Source: an optimization exercise on an open RTL-to-GDS flow (aim: small area, a short achievable clock period and few clock cycles per item). Production flows keep margins and buffers that such runs may drop.
Function was not checked in any run shown here: the RTL went through the layout flow alone.
Power is estimated from default activity; no workload was simulated.

## flow/design.v (module list and top-level ports; edited modules follow where they fit)
// module tag: 805 lines
// module rsdp_tag: 29 lines
module rsdp_tag (
   input          clk,
   input          rst,
   input          start,
   input          csel,
   input          ssel,
   input  [237:0] b,
   input  [237:0] a,
   input  [135:0] y,
   input  [135:0] x,
   input  [6:0]   e,
   output         ready,
   output         done,
   output [6:0]   u
);
  // ...
==> flow/run.sh <==
#!/bin/bash
# synth_recipe.tcl (not shown) runs the flow's synth.tcl, then flattens the netlist and writes it again
# the make line also repeats each setting of config.mk as NAME=value (left out here)
make -C /OpenROAD-flow-scripts/flow DESIGN_CONFIG=/design/flow/config.mk WORK_HOME=/design/flow/orfs CLKGATE_MAP_FILE= SYNTH_SCRIPT=/design/flow/synth_recipe.tcl finish
==> flow/config.mk <==
export PLATFORM = sky130hd
export DESIGN_NAME = rsdp_tag
export DESIGN_NICKNAME = rsdp_tag
export VERILOG_FILES = /design/flow/design.v
export SDC_FILE = /design/flow/constraint.sdc
export NUM_CORES = 4
export LEC_CHECK = 0
export CAP_MARGIN = 20
export CORE_MARGIN = 2
export CORE_UTILIZATION = 35
export SLEW_MARGIN = 20
==> flow/constraint.sdc <==
create_clock -name core_clock -period 8.0 [get_ports {clk}]
set_input_delay 1.6000 -clock core_clock [delete_from_list [all_inputs] [get_ports {clk}]]
set_output_delay 1.6000 -clock core_clock [all_outputs]
set_load 0.01 [all_outputs]
==> flow_summary.toml, run 1 <==
[outcome]
status = "no timing/DRC/antenna violations"

[grt]
grtUsageMet3_pct = 3.72
busiest_layer = "met2"

[timing]
hold_ws_ns = 0.435
rsz0062_at_grt = "false"
setup_tns_ns = 0
report.final.slew_viol_count = 0
setup_slack_ns = 1.58

[finish]
seq_cells = 65
largest_reg_flops = 7
multi_input_area_share_pct = 64.8
largest_class = "multi-input gates"
layout_commonest_cell = "clkdlybuf4s50_1"
largest_register = "core.ur"

[placement]
postPlaceCellArea_um2 = 34300
dp.cells = 4513

[synthesis]
synth_compound_area_share_pct = 25.4
yosys.area_share.simple_pct = 7.97
synth_nets = 3855
synth-seq-cells = 65
synth-xor-area-share_pct = 8.34
netlist_area_um2 = 25700
synth_common_cells = "mux2i_1, inv_1, fa_1"
async_flop_share_pct = 0

[job]
drv_cap = 0

[power_and_ir_drop]
maxPowerGroup = "combinational cells"
finalPower_mw = 14.0

[floorplan]
core_um2 = 72800
taps = 959
fp.dieH_um = 275
dieArea_um2 = 75700

[clock_network]
worstSkewPairLatency_ns = 0.36
clk_path_buf_depth = 2
cts_tree = "done"

[drt]
via_per_inst = 5.67
drc_errors = 0
wl_per_cell_um = 23.6
dr.pass1.iters = 6

[critical_path]
cp-end-kind = "flop"
reg2reg_depth = 20
crit_family = "adder cells"
slowest_delay_ns = 0.65
==> module rsdp_tag, before the edit <==
module rsdp_tag (
   input          clk,
   input          rst,
   input          start,
   input          csel,
   input          ssel,
   input  [237:0] b,
   input  [237:0] a,
   input  [135:0] y,
   input  [135:0] x,
   input  [6:0]   e,
   output         ready,
   output         done,
   output [6:0]   u
);
   reg [1:0] vld;
   assign ready = 1'b1;
   assign done  = vld[1];
   tag core (
      .clk(clk), .csel(csel), .ssel(ssel),
      .b(b), .a(a), .y(y), .x(x), .e(e), .u(u)
   );
   always @(posedge clk) begin
      if (rst)
         vld <= 2'd0;
      else
         vld <= {vld[0:0], start};
   end
endmodule
==> run 2: changes to the inputs <==
--- a/flow/design.v
+++ b/flow/design.v
@@ -12,64 +12,113 @@
    reg q1_0_0;
    reg q1_0_1;
    reg q1_0_2;
    reg q1_0_3;
    reg q1_0_4;
    reg q1_0_5;
    reg q1_0_6;
    reg q1_0_7;
+   reg q1_0_8;
+   reg q1_0_9;
+   reg q1_0_10;
    reg q1_1_0;
    reg q1_1_1;
    reg q1_1_2;
    reg q1_1_3;
    reg q1_1_4;
    reg q1_1_5;
    reg q1_1_6;
    reg q1_1_7;
+   reg q1_1_8;
+   reg q1_1_9;
+   reg q1_1_10;
    reg q1_2_0;
    reg q1_2_1;
    reg q1_2_2;
    reg q1_2_3;
    reg q1_2_4;
    reg q1_2_5;
    reg q1_2_6;
    reg q1_2_7;
+   reg q1_2_8;
+   reg q1_2_9;
+   reg q1_2_10;
    reg q1_3_0;
    reg q1_3_1;
    reg q1_3_2;
    reg q1_3_3;
    reg q1_3_4;
    reg q1_3_5;
    reg q1_3_6;
    reg q1_3_7;
+   reg q1_3_8;
+   reg q1_3_9;
+   reg q1_3_10;
    reg q1_4_0;
    reg q1_4_1;
    reg q1_4_2;
    reg q1_4_3;
    reg q1_4_4;
    reg q1_4_5;
    reg q1_4_6;
    reg q1_4_7;
+   reg q1_4_8;
+   reg q1_4_9;
+   reg q1_4_10;
    reg q1_5_0;
    reg q1_5_1;
    reg q1_5_2;
    reg q1_5_3;
    reg q1_5_4;
    reg q1_5_5;
    reg q1_5_6;
    reg q1_5_7;
+   reg q1_5_8;
+   reg q1_5_9;
+   reg q1_5_10;
    reg q1_6_0;
    reg q1_6_1;
    reg q1_6_2;
    reg q1_6_3;
    reg q1_6_4;
    reg q1_6_5;
    reg q1_6_6;
    reg q1_6_7;
+   reg q1_6_8;
+   reg q1_6_9;
+   reg q1_6_10;
+   reg q2_0_0;
+   reg q2_0_1;
+   reg q2_0_2;
+   reg q2_0_3;
+   reg q2_1_0;
+   reg q2_1_1;
+   reg q2_1_2;
+   reg q2_1_3;
+   reg q2_2_0;
+   reg q2_2_1;
+   reg q2_2_2;
+   reg q2_2_3;
+   reg q2_3_0;
+   reg q2_3_1;
+   reg q2_3_2;
+   reg q2_3_3;
+   reg q2_4_0;
+   reg q2_4_1;
+   reg q2_4_2;
+   reg q2_4_3;
+   reg q2_5_0;
+   reg q2_5_1;
+   reg q2_5_2;
+   reg q2_5_3;
+   reg q2_6_0;
+   reg q2_6_1;
+   reg q2_6_2;
+   reg q2_6_3;
    reg [6:0] ur;
    wire [6:0] c0 = csel ? a[6:0] : b[6:0];
    wire [3:0] k0 = ssel ? x[3:0] : y[3:0];
    wire [6:0] r0a = k0[0] ? {c0[5:0], c0[6]} : c0;
    wire [6:0] r0b = k0[1] ? {r0a[4:0], r0a[6:5]} : r0a;
    wire [6:0] r0c = k0[2] ? {r0b[2:0], r0b[6:3]} : r0b;
    wire [6:0] t0 = r0c ^ {7{k0[3]}};
    wire [6:0] c1 = csel ? a[13:7] : b[13:7];
@@ -601,204 +650,253 @@
    wire s3_6_1 = o2_5_3 ^ o2_5_4 ^ o2_5_5;
    wire o3_6_1 = (o2_5_3 & o2_5_4) | (o2_5_3 & o2_5_5) | (o2_5_4 & o2_5_5);
    wire s3_6_2 = o2_5_6 ^ o2_5_7 ^ s2_6_0;
    wire o3_6_2 = (o2_5_6 & o2_5_7) | (o2_5_6 & s2_6_0) | (o2_5_7 & s2_6_0);
    wire s3_6_3 = s2_6_1 ^ s2_6_2 ^ s2_6_3;
    wire o3_6_3 = (s2_6_1 & s2_6_2) | (s2_6_1 & s2_6_3) | (s2_6_2 & s2_6_3);
    wire s3_6_4 = s2_6_4 ^ s2_6_5 ^ s2_6_6;
    wire o3_6_4 = (s2_6_4 & s2_6_5) | (s2_6_4 & s2_6_6) | (s2_6_5 & s2_6_6);
-   wire s4_0_0 = s3_0_0 ^ s3_0_1 ^ s3_0_2;
-   wire o4_0_0 = (s3_0_0 & s3_0_1) | (s3_0_0 & s3_0_2) | (s3_0_1 & s3_0_2);
-   wire s4_0_1 = s3_0_3 ^ s3_0_4 ^ o2_6_7;
-   wire o4_0_1 = (s3_0_3 & s3_0_4) | (s3_0_3 & o2_6_7) | (s3_0_4 & o2_6_7);
-   wire s4_0_2 = o3_6_0 ^ o3_6_1 ^ o3_6_2;
-   wire o4_0_2 = (o3_6_0 & o3_6_1) | (o3_6_0 & o3_6_2) | (o3_6_1 & o3_6_2);
-   wire s4_1_0 = o3_0_0 ^ o3_0_1 ^ o3_0_2;
-   wire o4_1_0 = (o3_0_0 & o3_0_1) | (o3_0_0 & o3_0_2) | (o3_0_1 & o3_0_2);
-   wire s4_1_1 = o3_0_3 ^ o3_0_4 ^ s3_1_0;
-   wire o4_1_1 = (o3_0_3 & o3_0_4) | (o3_0_3 & s3_1_0) | (o3_0_4 & s3_1_0);
-   wire s4_1_2 = s3_1_1 ^ s3_1_2 ^ s3_1_3;
-   wire o4_1_2 = (s3_1_1 & s3_1_2) | (s3_1_1 & s3_1_3) | (s3_1_2 & s3_1_3);
-   wire s4_2_0 = o3_1_0 ^ o3_1_1 ^ o3_1_2;
-   wire o4_2_0 = (o3_1_0 & o3_1_1) | (o3_1_0 & o3_1_2) | (o3_1_1 & o3_1_2);
-   wire s4_2_1 = o3_1_3 ^ o3_1_4 ^ s3_2_0;
-   wire o4_2_1 = (o3_1_3 & o3_1_4) | (o3_1_3 & s3_2_0) | (o3_1_4 & s3_2_0);
-   wire s4_2_2 = s3_2_1 ^ s3_2_2 ^ s3_2_3;
-   wire o4_2_2 = (s3_2_1 & s3_2_2) | (s3_2_1 & s3_2_3) | (s3_2_2 & s3_2_3);
-   wire s4_3_0 = o3_2_0 ^ o3_2_1 ^ o3_2_2;
-   wire o4_3_0 = (o3_2_0 & o3_2_1) | (o3_2_0 & o3_2_2) | (o3_2_1 & o3_2_2);
-   wire s4_3_1 = o3_2_3 ^ o3_2_4 ^ s3_3_0;
-   wire o4_3_1 = (o3_2_3 & o3_2_4) | (o3_2_3 & s3_3_0) | (o3_2_4 & s3_3_0);
-   wire s4_3_2 = s3_3_1 ^ s3_3_2 ^ s3_3_3;
-   wire o4_3_2 = (s3_3_1 & s3_3_2) | (s3_3_1 & s3_3_3) | (s3_3_2 & s3_3_3);
-   wire s4_4_0 = o3_3_0 ^ o3_3_1 ^ o3_3_2;
-   wire o4_4_0 = (o3_3_0 & o3_3_1) | (o3_3_0 & o3_3_2) | (o3_3_1 & o3_3_2);
-   wire s4_4_1 = o3_3_3 ^ o3_3_4 ^ s3_4_0;
-   wire o4_4_1 = (o3_3_3 & o3_3_4) | (o3_3_3 & s3_4_0) | (o3_3_4 & s3_4_0);
-   wire s4_4_2 = s3_4_1 ^ s3_4_2 ^ s3_4_3;
-   wire o4_4_2 = (s3_4_1 & s3_4_2) | (s3_4_1 & s3_4_3) | (s3_4_2 & s3_4_3);
-   wire s4_5_0 = o3_4_0 ^ o3_4_1 ^ o3_4_2;
-   wire o4_5_0 = (o3_4_0 & o3_4_1) | (o3_4_0 & o3_4_2) | (o3_4_1 & o3_4_2);
-   wire s4_5_1 = o3_4_3 ^ o3_4_4 ^ s3_5_0;
-   wire o4_5_1 = (o3_4_3 & o3_4_4) | (o3_4_3 & s3_5_0) | (o3_4_4 & s3_5_0);
-   wire s4_5_2 = s3_5_1 ^ s3_5_2 ^ s3_5_3;
-   wire o4_5_2 = (s3_5_1 & s3_5_2) | (s3_5_1 & s3_5_3) | (s3_5_2 & s3_5_3);
-   wire s4_6_0 = o3_5_0 ^ o3_5_1 ^ o3_5_2;
-   wire o4_6_0 = (o3_5_0 & o3_5_1) | (o3_5_0 & o3_5_2) | (o3_5_1 & o3_5_2);
-   wire s4_6_1 = o3_5_3 ^ o3_5_4 ^ s3_6_0;
-   wire o4_6_1 = (o3_5_3 & o3_5_4) | (o3_5_3 & s3_6_0) | (o3_5_4 & s3_6_0);
-   wire s4_6_2 = s3_6_1 ^ s3_6_2 ^ s3_6_3;
-   wire o4_6_2 = (s3_6_1 & s3_6_2) | (s3_6_1 & s3_6_3) | (s3_6_2 & s3_6_3);
-   wire s5_0_0 = q1_0_0 ^ q1_0_1 ^ q1_0_2;
-   wire o5_0_0 = (q1_0_0 & q1_0_1) | (q1_0_0 & q1_0_2) | (q1_0_1 & q1_0_2);
-   wire s5_0_1 = q1_0_3 ^ q1_0_4 ^ q1_0_5;
-   wire o5_0_1 = (q1_0_3 & q1_0_4) | (q1_0_3 & q1_0_5) | (q1_0_4 & q1_0_5);
-   wire s5_1_0 = q1_1_0 ^ q1_1_1 ^ q1_1_2;
-   wire o5_1_0 = (q1_1_0 & q1_1_1) | (q1_1_0 & q1_1_2) | (q1_1_1 & q1_1_2);
-   wire s5_1_1 = q1_1_3 ^ q1_1_4 ^ q1_1_5;
-   wire o5_1_1 = (q1_1_3 & q1_1_4) | (q1_1_3 & q1_1_5) | (q1_1_4 & q1_1_5);
-   wire s5_2_0 = q1_2_0 ^ q1_2_1 ^ q1_2_2;
-   wire o5_2_0 = (q1_2_0 & q1_2_1) | (q1_2_0 & q1_2_2) | (q1_2_1 & q1_2_2);
-   wire s5_2_1 = q1_2_3 ^ q1_2_4 ^ q1_2_5;
-   wire o5_2_1 = (q1_2_3 & q1_2_4) | (q1_2_3 & q1_2_5) | (q1_2_4 & q1_2_5);
-   wire s5_3_0 = q1_3_0 ^ q1_3_1 ^ q1_3_2;
-   wire o5_3_0 = (q1_3_0 & q1_3_1) | (q1_3_0 & q1_3_2) | (q1_3_1 & q1_3_2);
-   wire s5_3_1 = q1_3_3 ^ q1_3_4 ^ q1_3_5;
-   wire o5_3_1 = (q1_3_3 & q1_3_4) | (q1_3_3 & q1_3_5) | (q1_3_4 & q1_3_5);
-   wire s5_4_0 = q1_4_0 ^ q1_4_1 ^ q1_4_2;
-   wire o5_4_0 = (q1_4_0 & q1_4_1) | (q1_4_0 & q1_4_2) | (q1_4_1 & q1_4_2);
-   wire s5_4_1 = q1_4_3 ^ q1_4_4 ^ q1_4_5;
-   wire o5_4_1 = (q1_4_3 & q1_4_4) | (q1_4_3 & q1_4_5) | (q1_4_4 & q1_4_5);
-   wire s5_5_0 = q1_5_0 ^ q1_5_1 ^ q1_5_2;
-   wire o5_5_0 = (q1_5_0 & q1_5_1) | (q1_5_0 & q1_5_2) | (q1_5_1 & q1_5_2);
-   wire s5_5_1 = q1_5_3 ^ q1_5_4 ^ q1_5_5;
-   wire o5_5_1 = (q1_5_3 & q1_5_4) | (q1_5_3 & q1_5_5) | (q1_5_4 & q1_5_5);
-   wire s5_6_0 = q1_6_0 ^ q1_6_1 ^ q1_6_2;
-   wire o5_6_0 = (q1_6_0 & q1_6_1) | (q1_6_0 & q1_6_2) | (q1_6_1 & q1_6_2);
-   wire s5_6_1 = q1_6_3 ^ q1_6_4 ^ q1_6_5;
-   wire o5_6_1 = (q1_6_3 & q1_6_4) | (q1_6_3 & q1_6_5) | (q1_6_4 & q1_6_5);
-   wire s6_0_0 = s5_0_0 ^ s5_0_1 ^ q1_0_6;
-   wire o6_0_0 = (s5_0_0 & s5_0_1) | (s5_0_0 & q1_0_6) | (s5_0_1 & q1_0_6);
-   wire s6_0_1 = q1_0_7 ^ o5_6_0 ^ o5_6_1;
-   wire o6_0_1 = (q1_0_7 & o5_6_0) | (q1_0_7 & o5_6_1) | (o5_6_0 & o5_6_1);
+   wire s4_0_0 = q1_0_0 ^ q1_0_1 ^ q1_0_2;
+   wire o4_0_0 = (q1_0_0 & q1_0_1) | (q1_0_0 & q1_0_2) | (q1_0_1 & q1_0_2);
+   wire s4_0_1 = q1_0_3 ^ q1_0_4 ^ q1_0_5;
+   wire o4_0_1 = (q1_0_3 & q1_0_4) | (q1_0_3 & q1_0_5) | (q1_0_4 & q1_0_5);
+   wire s4_0_2 = q1_0_6 ^ q1_0_7 ^ q1_0_8;
+   wire o4_0_2 = (q1_0_6 & q1_0_7) | (q1_0_6 & q1_0_8) | (q1_0_7 & q1_0_8);
+   wire s4_1_0 = q1_1_0 ^ q1_1_1 ^ q1_1_2;
+   wire o4_1_0 = (q1_1_0 & q1_1_1) | (q1_1_0 & q1_1_2) | (q1_1_1 & q1_1_2);
+   wire s4_1_1 = q1_1_3 ^ q1_1_4 ^ q1_1_5;
+   wire o4_1_1 = (q1_1_3 & q1_1_4) | (q1_1_3 & q1_1_5) | (q1_1_4 & q1_1_5);
+   wire s4_1_2 = q1_1_6 ^ q1_1_7 ^ q1_1_8;
+   wire o4_1_2 = (q1_1_6 & q1_1_7) | (q1_1_6 & q1_1_8) | (q1_1_7 & q1_1_8);
+   wire s4_2_0 = q1_2_0 ^ q1_2_1 ^ q1_2_2;
+   wire o4_2_0 = (q1_2_0 & q1_2_1) | (q1_2_0 & q1_2_2) | (q1_2_1 & q1_2_2);
+   wire s4_2_1 = q1_2_3 ^ q1_2_4 ^ q1_2_5;
+   wire o4_2_1 = (q1_2_3 & q1_2_4) | (q1_2_3 & q1_2_5) | (q1_2_4 & q1_2_5);
+   wire s4_2_2 = q1_2_6 ^ q1_2_7 ^ q1_2_8;
+   wire o4_2_2 = (q1_2_6 & q1_2_7) | (q1_2_6 & q1_2_8) | (q1_2_7 & q1_2_8);
+   wire s4_3_0 = q1_3_0 ^ q1_3_1 ^ q1_3_2;
+   wire o4_3_0 = (q1_3_0 & q1_3_1) | (q1_3_0 & q1_3_2) | (q1_3_1 & q1_3_2);
+   wire s4_3_1 = q1_3_3 ^ q1_3_4 ^ q1_3_5;
+   wire o4_3_1 = (q1_3_3 & q1_3_4) | (q1_3_3 & q1_3_5) | (q1_3_4 & q1_3_5);
+   wire s4_3_2 = q1_3_6 ^ q1_3_7 ^ q1_3_8;
+   wire o4_3_2 = (q1_3_6 & q1_3_7) | (q1_3_6 & q1_3_8) | (q1_3_7 & q1_3_8);
+   wire s4_4_0 = q1_4_0 ^ q1_4_1 ^ q1_4_2;
+   wire o4_4_0 = (q1_4_0 & q1_4_1) | (q1_4_0 & q1_4_2) | (q1_4_1 & q1_4_2);
+   wire s4_4_1 = q1_4_3 ^ q1_4_4 ^ q1_4_5;
+   wire o4_4_1 = (q1_4_3 & q1_4_4) | (q1_4_3 & q1_4_5) | (q1_4_4 & q1_4_5);
+   wire s4_4_2 = q1_4_6 ^ q1_4_7 ^ q1_4_8;
+   wire o4_4_2 = (q1_4_6 & q1_4_7) | (q1_4_6 & q1_4_8) | (q1_4_7 & q1_4_8);
+   wire s4_5_0 = q1_5_0 ^ q1_5_1 ^ q1_5_2;
+   wire o4_5_0 = (q1_5_0 & q1_5_1) | (q1_5_0 & q1_5_2) | (q1_5_1 & q1_5_2);
+   wire s4_5_1 = q1_5_3 ^ q1_5_4 ^ q1_5_5;
+   wire o4_5_1 = (q1_5_3 & q1_5_4) | (q1_5_3 & q1_5_5) | (q1_5_4 & q1_5_5);
+   wire s4_5_2 = q1_5_6 ^ q1_5_7 ^ q1_5_8;
+   wire o4_5_2 = (q1_5_6 & q1_5_7) | (q1_5_6 & q1_5_8) | (q1_5_7 & q1_5_8);
+   wire s4_6_0 = q1_6_0 ^ q1_6_1 ^ q1_6_2;
+   wire o4_6_0 = (q1_6_0 & q1_6_1) | (q1_6_0 & q1_6_2) | (q1_6_1 & q1_6_2);
+   wire s4_6_1 = q1_6_3 ^ q1_6_4 ^ q1_6_5;
+   wire o4_6_1 = (q1_6_3 & q1_6_4) | (q1_6_3 & q1_6_5) | (q1_6_4 & q1_6_5);
+   wire s4_6_2 = q1_6_6 ^ q1_6_7 ^ q1_6_8;
+   wire o4_6_2 = (q1_6_6 & q1_6_7) | (q1_6_6 & q1_6_8) | (q1_6_7 & q1_6_8);
+   wire s5_0_0 = s4_0_0 ^ s4_0_1 ^ s4_0_2;
+   wire o5_0_0 = (s4_0_0 & s4_0_1) | (s4_0_0 & s4_0_2) | (s4_0_1 & s4_0_2);
+   wire s5_0_1 = q1_0_9 ^ q1_0_10 ^ o4_6_0;
+   wire o5_0_1 = (q1_0_9 & q1_0_10) | (q1_0_9 & o4_6_0) | (q1_0_10 & o4_6_0);
+   wire s5_1_0 = o4_0_0 ^ o4_0_1 ^ o4_0_2;
+   wire o5_1_0 = (o4_0_0 & o4_0_1) | (o4_0_0 & o4_0_2) | (o4_0_1 & o4_0_2);
+   wire s5_1_1 = s4_1_0 ^ s4_1_1 ^ s4_1_2;
+   wire o5_1_1 = (s4_1_0 & s4_1_1) | (s4_1_0 & s4_1_2) | (s4_1_1 & s4_1_2);
+   wire s5_2_0 = o4_1_0 ^ o4_1_1 ^ o4_1_2;
+   wire o5_2_0 = (o4_1_0 & o4_1_1) | (o4_1_0 & o4_1_2) | (o4_1_1 & o4_1_2);
+   wire s5_2_1 = s4_2_0 ^ s4_2_1 ^ s4_2_2;
+   wire o5_2_1 = (s4_2_0 & s4_2_1) | (s4_2_0 & s4_2_2) | (s4_2_1 & s4_2_2);
+   wire s5_3_0 = o4_2_0 ^ o4_2_1 ^ o4_2_2;
+   wire o5_3_0 = (o4_2_0 & o4_2_1) | (o4_2_0 & o4_2_2) | (o4_2_1 & o4_2_2);
+   wire s5_3_1 = s4_3_0 ^ s4_3_1 ^ s4_3_2;
+   wire o5_3_1 = (s4_3_0 & s4_3_1) | (s4_3_0 & s4_3_2) | (s4_3_1 & s4_3_2);
+   wire s5_4_0 = o4_3_0 ^ o4_3_1 ^ o4_3_2;
+   wire o5_4_0 = (o4_3_0 & o4_3_1) | (o4_3_0 & o4_3_2) | (o4_3_1 & o4_3_2);
+   wire s5_4_1 = s4_4_0 ^ s4_4_1 ^ s4_4_2;
+   wire o5_4_1 = (s4_4_0 & s4_4_1) | (s4_4_0 & s4_4_2) | (s4_4_1 & s4_4_2);
+   wire s5_5_0 = o4_4_0 ^ o4_4_1 ^ o4_4_2;
+   wire o5_5_0 = (o4_4_0 & o4_4_1) | (o4_4_0 & o4_4_2) | (o4_4_1 & o4_4_2);
+   wire s5_5_1 = s4_5_0 ^ s4_5_1 ^ s4_5_2;
+   wire o5_5_1 = (s4_5_0 & s4_5_1) | (s4_5_0 & s4_5_2) | (s4_5_1 & s4_5_2);
+   wire s5_6_0 = o4_5_0 ^ o4_5_1 ^ o4_5_2;
+   wire o5_6_0 = (o4_5_0 & o4_5_1) | (o4_5_0 & o4_5_2) | (o4_5_1 & o4_5_2);
+   wire s5_6_1 = s4_6_0 ^ s4_6_1 ^ s4_6_2;
+   wire o5_6_1 = (s4_6_0 & s4_6_1) | (s4_6_0 & s4_6_2) | (s4_6_1 & s4_6_2);
+   wire s6_0_0 = s5_0_0 ^ s5_0_1 ^ o4_6_1;
+   wire o6_0_0 = (s5_0_0 & s5_0_1) | (s5_0_0 & o4_6_1) | (s5_0_1 & o4_6_1);
+   wire s6_0_1 = o4_6_2 ^ o5_6_0 ^ o5_6_1;
+   wire o6_0_1 = (o4_6_2 & o5_6_0) | (o4_6_2 & o5_6_1) | (o5_6_0 & o5_6_1);
    wire s6_1_0 = o5_0_0 ^ o5_0_1 ^ s5_1_0;
    wire o6_1_0 = (o5_0_0 & o5_0_1) | (o5_0_0 & s5_1_0) | (o5_0_1 & s5_1_0);
-   wire s6_1_1 = s5_1_1 ^ q1_1_6 ^ q1_1_7;
-   wire o6_1_1 = (s5_1_1 & q1_1_6) | (s5_1_1 & q1_1_7) | (q1_1_6 & q1_1_7);
+   wire s6_1_1 = s5_1_1 ^ q1_1_9 ^ q1_1_10;
+   wire o6_1_1 = (s5_1_1 & q1_1_9) | (s5_1_1 & q1_1_10) | (q1_1_9 & q1_1_10);
    wire s6_2_0 = o5_1_0 ^ o5_1_1 ^ s5_2_0;
    wire o6_2_0 = (o5_1_0 & o5_1_1) | (o5_1_0 & s5_2_0) | (o5_1_1 & s5_2_0);
-   wire s6_2_1 = s5_2_1 ^ q1_2_6 ^ q1_2_7;
-   wire o6_2_1 = (s5_2_1 & q1_2_6) | (s5_2_1 & q1_2_7) | (q1_2_6 & q1_2_7);
+   wire s6_2_1 = s5_2_1 ^ q1_2_9 ^ q1_2_10;
+   wire o6_2_1 = (s5_2_1 & q1_2_9) | (s5_2_1 & q1_2_10) | (q1_2_9 & q1_2_10);
    wire s6_3_0 = o5_2_0 ^ o5_2_1 ^ s5_3_0;
    wire o6_3_0 = (o5_2_0 & o5_2_1) | (o5_2_0 & s5_3_0) | (o5_2_1 & s5_3_0);
-   wire s6_3_1 = s5_3_1 ^ q1_3_6 ^ q1_3_7;
-   wire o6_3_1 = (s5_3_1 & q1_3_6) | (s5_3_1 & q1_3_7) | (q1_3_6 & q1_3_7);
+   wire s6_3_1 = s5_3_1 ^ q1_3_9 ^ q1_3_10;
+   wire o6_3_1 = (s5_3_1 & q1_3_9) | (s5_3_1 & q1_3_10) | (q1_3_9 & q1_3_10);
    wire s6_4_0 = o5_3_0 ^ o5_3_1 ^ s5_4_0;
    wire o6_4_0 = (o5_3_0 & o5_3_1) | (o5_3_0 & s5_4_0) | (o5_3_1 & s5_4_0);
-   wire s6_4_1 = s5_4_1 ^ q1_4_6 ^ q1_4_7;
-   wire o6_4_1 = (s5_4_1 & q1_4_6) | (s5_4_1 & q1_4_7) | (q1_4_6 & q1_4_7);
+   wire s6_4_1 = s5_4_1 ^ q1_4_9 ^ q1_4_10;
+   wire o6_4_1 = (s5_4_1 & q1_4_9) | (s5_4_1 & q1_4_10) | (q1_4_9 & q1_4_10);
    wire s6_5_0 = o5_4_0 ^ o5_4_1 ^ s5_5_0;
    wire o6_5_0 = (o5_4_0 & o5_4_1) | (o5_4_0 & s5_5_0) | (o5_4_1 & s5_5_0);
-   wire s6_5_1 = s5_5_1 ^ q1_5_6 ^ q1_5_7;
-   wire o6_5_1 = (s5_5_1 & q1_5_6) | (s5_5_1 & q1_5_7) | (q1_5_6 & q1_5_7);
+   wire s6_5_1 = s5_5_1 ^ q1_5_9 ^ q1_5_10;
+   wire o6_5_1 = (s5_5_1 & q1_5_9) | (s5_5_1 & q1_5_10) | (q1_5_9 & q1_5_10);
    wire s6_6_0 = o5_5_0 ^ o5_5_1 ^ s5_6_0;
    wire o6_6_0 = (o5_5_0 & o5_5_1) | (o5_5_0 & s5_6_0) | (o5_5_1 & s5_6_0);
-   wire s6_6_1 = s5_6_1 ^ q1_6_6 ^ q1_6_7;
-   wire o6_6_1 = (s5_6_1 & q1_6_6) | (s5_6_1 & q1_6_7) | (q1_6_6 & q1_6_7);
-   wire s7_0_0 = s6_0_0 ^ s6_0_1 ^ o6_6_0;
-   wire o7_0_0 = (s6_0_0 & s6_0_1) | (s6_0_0 & o6_6_0) | (s6_0_1 & o6_6_0);
-   wire s7_1_0 = o6_0_0 ^ o6_0_1 ^ s6_1_0;
-   wire o7_1_0 = (o6_0_0 & o6_0_1) | (o6_0_0 & s6_1_0) | (o6_0_1 & s6_1_0);
-   wire s7_2_0 = o6_1_0 ^ o6_1_1 ^ s6_2_0;
-   wire o7_2_0 = (o6_1_0 & o6_1_1) | (o6_1_0 & s6_2_0) | (o6_1_1 & s6_2_0);
-   wire s7_3_0 = o6_2_0 ^ o6_2_1 ^ s6_3_0;
-   wire o7_3_0 = (o6_2_0 & o6_2_1) | (o6_2_0 & s6_3_0) | (o6_2_1 & s6_3_0);
-   wire s7_4_0 = o6_3_0 ^ o6_3_1 ^ s6_4_0;
-   wire o7_4_0 = (o6_3_0 & o6_3_1) | (o6_3_0 & s6_4_0) | (o6_3_1 & s6_4_0);
-   wire s7_5_0 = o6_4_0 ^ o6_4_1 ^ s6_5_0;
-   wire o7_5_0 = (o6_4_0 & o6_4_1) | (o6_4_0 & s6_5_0) | (o6_4_1 & s6_5_0);
-   wire s7_6_0 = o6_5_0 ^ o6_5_1 ^ s6_6_0;
-   wire o7_6_0 = (o6_5_0 & o6_5_1) | (o6_5_0 & s6_6_0) | (o6_5_1 & s6_6_0);
-   wire s8_0_0 = s7_0_0 ^ o6_6_1 ^ o7_6_0;
-   wire o8_0_0 = (s7_0_0 & o6_6_1) | (s7_0_0 & o7_6_0) | (o6_6_1 & o7_6_0);
-   wire s8_1_0 = o7_0_0 ^ s7_1_0 ^ s6_1_1;
-   wire o8_1_0 = (o7_0_0 & s7_1_0) | (o7_0_0 & s6_1_1) | (s7_1_0 & s6_1_1);
-   wire s8_2_0 = o7_1_0 ^ s7_2_0 ^ s6_2_1;
-   wire o8_2_0 = (o7_1_0 & s7_2_0) | (o7_1_0 & s6_2_1) | (s7_2_0 & s6_2_1);
-   wire s8_3_0 = o7_2_0 ^ s7_3_0 ^ s6_3_1;
-   wire o8_3_0 = (o7_2_0 & s7_3_0) | (o7_2_0 & s6_3_1) | (s7_3_0 & s6_3_1);
-   wire s8_4_0 = o7_3_0 ^ s7_4_0 ^ s6_4_1;
-   wire o8_4_0 = (o7_3_0 & s7_4_0) | (o7_3_0 & s6_4_1) | (s7_4_0 & s6_4_1);
-   wire s8_5_0 = o7_4_0 ^ s7_5_0 ^ s6_5_1;
-   wire o8_5_0 = (o7_4_0 & s7_5_0) | (o7_4_0 & s6_5_1) | (s7_5_0 & s6_5_1);
-   wire s8_6_0 = o7_5_0 ^ s7_6_0 ^ s6_6_1;
-   wire o8_6_0 = (o7_5_0 & s7_6_0) | (o7_5_0 & s6_6_1) | (s7_6_0 & s6_6_1);
+   wire s6_6_1 = s5_6_1 ^ q1_6_9 ^ q1_6_10;
+   wire o6_6_1 = (s5_6_1 & q1_6_9) | (s5_6_1 & q1_6_10) | (q1_6_9 & q1_6_10);
+   wire s7_0_0 = q2_0_0 ^ q2_0_1 ^ q2_0_2;
+   wire o7_0_0 = (q2_0_0 & q2_0_1) | (q2_0_0 & q2_0_2) | (q2_0_1 & q2_0_2);
+   wire s7_1_0 = q2_1_0 ^ q2_1_1 ^ q2_1_2;
+   wire o7_1_0 = (q2_1_0 & q2_1_1) | (q2_1_0 & q2_1_2) | (q2_1_1 & q2_1_2);
+   wire s7_2_0 = q2_2_0 ^ q2_2_1 ^ q2_2_2;
+   wire o7_2_0 = (q2_2_0 & q2_2_1) | (q2_2_0 & q2_2_2) | (q2_2_1 & q2_2_2);
+   wire s7_3_0 = q2_3_0 ^ q2_3_1 ^ q2_3_2;
+   wire o7_3_0 = (q2_3_0 & q2_3_1) | (q2_3_0 & q2_3_2) | (q2_3_1 & q2_3_2);
+   wire s7_4_0 = q2_4_0 ^ q2_4_1 ^ q2_4_2;
+   wire o7_4_0 = (q2_4_0 & q2_4_1) | (q2_4_0 & q2_4_2) | (q2_4_1 & q2_4_2);
+   wire s7_5_0 = q2_5_0 ^ q2_5_1 ^ q2_5_2;
+   wire o7_5_0 = (q2_5_0 & q2_5_1) | (q2_5_0 & q2_5_2) | (q2_5_1 & q2_5_2);
+   wire s7_6_0 = q2_6_0 ^ q2_6_1 ^ q2_6_2;
+   wire o7_6_0 = (q2_6_0 & q2_6_1) | (q2_6_0 & q2_6_2) | (q2_6_1 & q2_6_2);
+   wire s8_0_0 = s7_0_0 ^ q2_0_3 ^ o7_6_0;
+   wire o8_0_0 = (s7_0_0 & q2_0_3) | (s7_0_0 & o7_6_0) | (q2_0_3 & o7_6_0);
+   wire s8_1_0 = o7_0_0 ^ s7_1_0 ^ q2_1_3;
+   wire o8_1_0 = (o7_0_0 & s7_1_0) | (o7_0_0 & q2_1_3) | (s7_1_0 & q2_1_3);
+   wire s8_2_0 = o7_1_0 ^ s7_2_0 ^ q2_2_3;
+   wire o8_2_0 = (o7_1_0 & s7_2_0) | (o7_1_0 & q2_2_3) | (s7_2_0 & q2_2_3);
+   wire s8_3_0 = o7_2_0 ^ s7_3_0 ^ q2_3_3;
+   wire o8_3_0 = (o7_2_0 & s7_3_0) | (o7_2_0 & q2_3_3) | (s7_3_0 & q2_3_3);
+   wire s8_4_0 = o7_3_0 ^ s7_4_0 ^ q2_4_3;
+   wire o8_4_0 = (o7_3_0 & s7_4_0) | (o7_3_0 & q2_4_3) | (s7_4_0 & q2_4_3);
+   wire s8_5_0 = o7_4_0 ^ s7_5_0 ^ q2_5_3;
+   wire o8_5_0 = (o7_4_0 & s7_5_0) | (o7_4_0 & q2_5_3) | (s7_5_0 & q2_5_3);
+   wire s8_6_0 = o7_5_0 ^ s7_6_0 ^ q2_6_3;
+   wire o8_6_0 = (o7_5_0 & s7_6_0) | (o7_5_0 & q2_6_3) | (s7_6_0 & q2_6_3);
    wire [6:0] fa_ = {o8_5_0, o8_4_0, o8_3_0, o8_2_0, o8_1_0, o8_0_0, s8_0_0};
    wire [6:0] fb_ = {s8_6_0, s8_5_0, s8_4_0, s8_3_0, s8_2_0, s8_1_0, o8_6_0};
    wire [7:0] fs_ = {1'b0, fa_} + {1'b0, fb_};
    wire [6:0] u_sum = fs_[6:0] + {6'd0, fs_[7]};
    assign u = ur;
    always @(posedge clk) begin
-      q1_0_0 <= s4_0_0;
-      q1_0_1 <= s4_0_1;
-      q1_0_2 <= s4_0_2;
-      q1_0_3 <= o3_6_3;
-      q1_0_4 <= o3_6_4;
-      q1_0_5 <= o4_6_0;
-      q1_0_6 <= o4_6_1;
-      q1_0_7 <= o4_6_2;
-      q1_1_0 <= o4_0_0;
-      q1_1_1 <= o4_0_1;
-      q1_1_2 <= o4_0_2;
-      q1_1_3 <= s4_1_0;
-      q1_1_4 <= s4_1_1;
-      q1_1_5 <= s4_1_2;
-      q1_1_6 <= s3_1_4;
-      q1_1_7 <= s2_1_7;
-      q1_2_0 <= o4_1_0;
-      q1_2_1 <= o4_1_1;
-      q1_2_2 <= o4_1_2;
-      q1_2_3 <= s4_2_0;
-      q1_2_4 <= s4_2_1;
-      q1_2_5 <= s4_2_2;
-      q1_2_6 <= s3_2_4;
-      q1_2_7 <= s2_2_7;
-      q1_3_0 <= o4_2_0;
-      q1_3_1 <= o4_2_1;
-      q1_3_2 <= o4_2_2;
-      q1_3_3 <= s4_3_0;
-      q1_3_4 <= s4_3_1;
-      q1_3_5 <= s4_3_2;
-      q1_3_6 <= s3_3_4;
-      q1_3_7 <= s2_3_7;
-      q1_4_0 <= o4_3_0;
-      q1_4_1 <= o4_3_1;
-      q1_4_2 <= o4_3_2;
-      q1_4_3 <= s4_4_0;
-      q1_4_4 <= s4_4_1;
-      q1_4_5 <= s4_4_2;
-      q1_4_6 <= s3_4_4;
-      q1_4_7 <= s2_4_7;
-      q1_5_0 <= o4_4_0;
-      q1_5_1 <= o4_4_1;
-      q1_5_2 <= o4_4_2;
-      q1_5_3 <= s4_5_0;
-      q1_5_4 <= s4_5_1;
-      q1_5_5 <= s4_5_2;
-      q1_5_6 <= s3_5_4;
-      q1_5_7 <= s2_5_7;
-      q1_6_0 <= o4_5_0;
-      q1_6_1 <= o4_5_1;
-      q1_6_2 <= o4_5_2;
-      q1_6_3 <= s4_6_0;
-      q1_6_4 <= s4_6_1;
-      q1_6_5 <= s4_6_2;
-      q1_6_6 <= s3_6_4;
-      q1_6_7 <= s2_6_7;
+      q1_0_0 <= s3_0_0;
+      q1_0_1 <= s3_0_1;
+      q1_0_2 <= s3_0_2;
+      q1_0_3 <= s3_0_3;
+      q1_0_4 <= s3_0_4;
+      q1_0_5 <= o2_6_7;
+      q1_0_6 <= o3_6_0;
+      q1_0_7 <= o3_6_1;
+      q1_0_8 <= o3_6_2;
+      q1_0_9 <= o3_6_3;
+      q1_0_10 <= o3_6_4;
+      q1_1_0 <= o3_0_0;
+      q1_1_1 <= o3_0_1;
+      q1_1_2 <= o3_0_2;
+      q1_1_3 <= o3_0_3;
+      q1_1_4 <= o3_0_4;
+      q1_1_5 <= s3_1_0;
+      q1_1_6 <= s3_1_1;
+      q1_1_7 <= s3_1_2;
+      q1_1_8 <= s3_1_3;
+      q1_1_9 <= s3_1_4;
+      q1_1_10 <= s2_1_7;
+      q1_2_0 <= o3_1_0;
+      q1_2_1 <= o3_1_1;
+      q1_2_2 <= o3_1_2;
+      q1_2_3 <= o3_1_3;
+      q1_2_4 <= o3_1_4;
+      q1_2_5 <= s3_2_0;
+      q1_2_6 <= s3_2_1;
+      q1_2_7 <= s3_2_2;
+      q1_2_8 <= s3_2_3;
+      q1_2_9 <= s3_2_4;
+      q1_2_10 <= s2_2_7;
+      q1_3_0 <= o3_2_0;
+      q1_3_1 <= o3_2_1;
+      q1_3_2 <= o3_2_2;
+      q1_3_3 <= o3_2_3;
+      q1_3_4 <= o3_2_4;
+      q1_3_5 <= s3_3_0;
+      q1_3_6 <= s3_3_1;
+      q1_3_7 <= s3_3_2;
+      q1_3_8 <= s3_3_3;
+      q1_3_9 <= s3_3_4;
+      q1_3_10 <= s2_3_7;
+      q1_4_0 <= o3_3_0;
+      q1_4_1 <= o3_3_1;
+      q1_4_2 <= o3_3_2;
+      q1_4_3 <= o3_3_3;
+      q1_4_4 <= o3_3_4;
+      q1_4_5 <= s3_4_0;
+      q1_4_6 <= s3_4_1;
+      q1_4_7 <= s3_4_2;
+      q1_4_8 <= s3_4_3;
+      q1_4_9 <= s3_4_4;
+      q1_4_10 <= s2_4_7;
+      q1_5_0 <= o3_4_0;
+      q1_5_1 <= o3_4_1;
+      q1_5_2 <= o3_4_2;
+      q1_5_3 <= o3_4_3;
+      q1_5_4 <= o3_4_4;
+      q1_5_5 <= s3_5_0;
+      q1_5_6 <= s3_5_1;
+      q1_5_7 <= s3_5_2;
+      q1_5_8 <= s3_5_3;
+      q1_5_9 <= s3_5_4;
+      q1_5_10 <= s2_5_7;
+      q1_6_0 <= o3_5_0;
+      q1_6_1 <= o3_5_1;
+      q1_6_2 <= o3_5_2;
+      q1_6_3 <= o3_5_3;
+      q1_6_4 <= o3_5_4;
+      q1_6_5 <= s3_6_0;
+      q1_6_6 <= s3_6_1;
+      q1_6_7 <= s3_6_2;
+      q1_6_8 <= s3_6_3;
+      q1_6_9 <= s3_6_4;
+      q1_6_10 <= s2_6_7;
+      q2_0_0 <= s6_0_0;
+      q2_0_1 <= s6_0_1;
+      q2_0_2 <= o6_6_0;
+      q2_0_3 <= o6_6_1;
+      q2_1_0 <= o6_0_0;
+      q2_1_1 <= o6_0_1;
+      q2_1_2 <= s6_1_0;
+      q2_1_3 <= s6_1_1;
+      q2_2_0 <= o6_1_0;
+      q2_2_1 <= o6_1_1;
+      q2_2_2 <= s6_2_0;
+      q2_2_3 <= s6_2_1;
+      q2_3_0 <= o6_2_0;
+      q2_3_1 <= o6_2_1;
+      q2_3_2 <= s6_3_0;
+      q2_3_3 <= s6_3_1;
+      q2_4_0 <= o6_3_0;
+      q2_4_1 <= o6_3_1;
+      q2_4_2 <= s6_4_0;
+      q2_4_3 <= s6_4_1;
+      q2_5_0 <= o6_4_0;
+      q2_5_1 <= o6_4_1;
+      q2_5_2 <= s6_5_0;
+      q2_5_3 <= s6_5_1;
+      q2_6_0 <= o6_5_0;
+      q2_6_1 <= o6_5_1;
+      q2_6_2 <= s6_6_0;
+      q2_6_3 <= s6_6_1;
       ur[0] <= u_sum[0];
       ur[1] <= u_sum[1];
       ur[2] <= u_sum[2];
       ur[3] <= u_sum[3];
       ur[4] <= u_sum[4];
       ur[5] <= u_sum[5];
       ur[6] <= u_sum[6];
    end
@@ -813,22 +911,22 @@
    input  [237:0] a,
    input  [135:0] y,
    input  [135:0] x,
    input  [6:0]   e,
    output         ready,
    output         done,
    output [6:0]   u
 );
-   reg [1:0] vld;
+   reg [2:0] vld;
    assign ready = 1'b1;
-   assign done  = vld[1];
+   assign done  = vld[2];
    tag core (
       .clk(clk), .csel(csel), .ssel(ssel),
       .b(b), .a(a), .y(y), .x(x), .e(e), .u(u)
    );
    always @(posedge clk) begin
       if (rst)
-         vld <= 2'd0;
+         vld <= 3'd0;
       else
-         vld <= {vld[0:0], start};
+         vld <= {vld[1:0], start};
    end
 endmodule
==> flow_summary.toml, run 2 <==
[power_and_ir_drop]
swShare_pct = 49.1
peakVddDrop_mv = 0.319
finalPower_mw = 9.55
switchingPower_mw = 4.69
p_int_mw = 4.86
clock_power_share_pct = 8.2
combPwrFrac_pct = 79.0
seq_power_share_pct = 12.9
power.density_nw_per_um2 = 266
p_leak_nw = 14.2

[floorplan]
rows = 101
initial_core_util_pct = 35.3
fp.dieH_um = 280
io_pins = 769
die_w_um = 280
core_um2 = 75700
dieArea_um2 = 78600

[hold_path]
hold_path_class = "reg2reg"

[finish]
fin_nets = 4670
largest_register = "core.ur"
largest_reg_flops = 7
final_cell_mix = "clkdlybuf4s50_1, mux2i_1, inv_1"
n_fill_cell = 7286
layout_commonest_cell = "clkdlybuf4s50_1"
layout-area-overhead-vs-synth_pct = 34.4
drive_gt1_share_pct = 11.2
reg_top3 = "core.ur: 7 flops, vld: 3 flops"

[placement]
hpwl_um = 98400
gp_congestion = 0.976
port_buffers = 767

[grt]
grt_overflow = 0
grt_max_degree = 119
grt_first_pass_wirelength_um = 163000
grt_pass1_vias = 25900
antenna_found_initial = 14
track_usage_pct = 27.3

[clock_network]
cts_max_level = 4
cts_tree = "done"
cts_buffers = 17
postCtsResizedCells = 0
clk_path_buf_depth = 2
cts_setup_buffers = 0
holdBufCountCts = 0
cts.sinks = 115
root_buffer = "clkbuf_16"
clkTransAtPathRegs_ns = 0.05
worstSkewPairLatency_ns = 0.41

[drt]
first_iter_violations = 2168
wl_per_cell_um = 23.9
drc_errors = 0
ant_nets = 0
vias = 26600
via_per_inst = 5.68
wl_um = 112000
dr.pass1.iters = 8

[job]
drv_cap = 0

[timing]
hold_violations = 0
setup_violations = 0
fmax_mhz = 168
clock_skew_ns = 0.00970
relSlewSlack_pct = 25.3
rsz0062_at_grt = "false"
period_minus_slack_ns = 5.95
tightest_slew_ns = 1.10
layout_worst_path_cycle_share_pct = 74.4
setup_tns_ns = 0
report.final.slew_viol_count = 0

[synthesis]
synth_cell_types = 68
netlist_area_um2 = 26700
yosysTopAreaCell = "fa_1"
synth_most_common_cell = "mux2i_1"
syn_inst = 2957
synth_common_cells = "mux2i_1, inv_1, fa_1"
synth-xor-area-share_pct = 8.03
synthMuxAreaShare_pct = 24.4
syn_avg_cell_area_um2 = 9.04
synth_seq_area_share_pct = 8.62
synth_top_family_by_area = "multiplexers"
async_flop_share_pct = 0
synth_fa_ha_area_share_pct = 17.8
yosys.area_share.simple_pct = 11.6
synth_area_leaders = "fa_1, mux2i_1, mux2_2"
yosysTopAreaCellShare_pct = 17.4
synth_flop_cell = "dfxtp_1"
synth_edf_count = 0
synth_nets = 3958
yosys_warnings = 2
synth-seq-cells = 115
synth_compound_area_share_pct = 23.3

[critical_path]
critPathLaunchType = "primary input"
critPathRequiredTime_ns = 8.29
worstPathMaxFanout = 118
cp-end-kind = "flop"
worstPathArrival_ns = 6.24
critPathKind = "in2reg"

[outcome]
status = "no timing/DRC/antenna violations"
-- run 2: changes by cell type after synthesis, sizes merged, moves of 42 or more --
cell and delta:
inv -82, a21oi +114, dfxtp +50, or3b +42, and2 +44, nand2 +45
-- run 2: final cells by class --
class | count | area [um2] | area share, %
sequential | 115 | 2300 | 6.41
antenna | 16 | 40.0 | 0.112
clock buffer | 20 | 457 | 1.27
inverter | 274 | 1030 | 2.86
multi-input combinational | 2466 | 22800 | 63.4
tap | 978 | 1220 | 3.41
clock inverter | 12 | 155 | 0.432
timing repair buffer | 795 | 7920 | 22.1
-- run 2: power by group through the flow --
stage | Combinational, mW | Clock [mW] | Sequential (mW)
finish | 7.54 | 0.780 | 1.23
global route | 8.49 | 0.817 | 1.26
CTS | 7.60 | 0.789 | 1.23
detailed placement | 7.52 | 0 | 1.24
global placement | 7.37 | 0 | 1.24
floorplan | 4.77 | 0 | 1.20
-- run 2: worst max-delay path, stage by stage --
cell and delay, ns:
buf_8 0.63, buf_4 0.51, mux2i_2 0.71, mux2i_1 0.38, o22ai_1 0.13, a221oi_1 0.35
xnor2_1 0.22, fa_1 0.58, inv_1 0.05, fa_1 0.53, fa_1 0.43
-- run 2: layer usage --
| layer | wire (um) | global-route usage (%) | share of wire [%] | vias up |
|---|---|---|---|---|
| met5 | 21 | 0 | 0.019 | - |
| met2 | 56000 | 48.1 | 50 | 1036 |
| met4 | 1600 | 4.58 | 1.4 | 4 |
| met3 | 5540 | 2.92 | 5.0 | 95 |
| li1 | - | - | - | 12500 |
| met1 | 48600 | 36.2 | 43 | 12900 |
-- run 2: path summary, 6_finish.rpt --
check	start	endpoint	slack, ns	cells past startpoint
worst min-delay path	vld[1]	vld[2]	0.45	1
worst min register to register	vld[1]	vld[2]	0.45	1
worst max register to register	core.q2_1_2	core.ur[6]	4.14	14
worst max-delay path	ssel	core.q1_1_9	2.05	11
-- run 2: cell families (layout without fill, tap and decap cells) --
| logic type | after synthesis | count (layout) |
|---|---|---|
| AO/OA/AOI/OAI | 822 | 822 |
| multiplexers | 602 | 602 |
| AND/OR/NAND/NOR | 555 | 555 |
| buffers and inverters | 376 | 1101 |
| XOR/XNOR | 245 | 245 |
| adder cells (fa/ha/maj) | 241 | 241 |
| flip-flops | 115 | 115 |
| other | 1 | 17 |
-- run 2: stage by stage --
| stage | hold slack [ns] | worst slack (ns) | utilization [%] | area (um2) | std cells |
|---|---|---|---|---|---|
| floorplan | 0.414 | 3.01 | - | 26700 | 2957 |
| global placement | 0.422 | 1.70 | 46.5 | 35200 | 4628 |
| detailed placement | 0.435 | 1.62 | 46.6 | 35200 | 4628 |
| CTS | 0.451 | 2.06 | 47.4 | 35800 | 4660 |
| global route | 0.467 | 1.76 | 47.4 | 35900 | 4673 |
| finish | 0.446 | 2.05 | 47.4 | 35900 | 4676 |

==> what the ideal ports hide <==
In the flow no input, the clock included, has a driving cell. The finished layouts below were timed again as built, in two steps. Step 1, drivers: a clkbuf_16 drives clk and a buf_2 each remaining input, both assumed. Step 2 times the ports against the registers' clock, not the clock port: input delays grow and output delays shrink by t, the midpoint of the rising clock arrivals with the driver on. Three values: ideal ports, drivers, drivers and shift; two values: the first two.
run | t (ns) | setup WS [ns] | worst setup path after step 2 | latest minus earliest clock arrival (ns) | worst slew at a driven data input, ns
run 1 | 0.390 | 1.579 / 1.562 / 1.172 | input to register | 0.013 / 0.013 | 0.15
run 2 | 0.452 | 2.047 / 2.043 / 1.591 | input to register | 0.010 / 0.010 | 0.13
After both steps setup and hold are still met in every run listed. The setup slack of run 2, which loses most, moves by -0.004 ns with the drivers and by -0.456 ns with both steps.
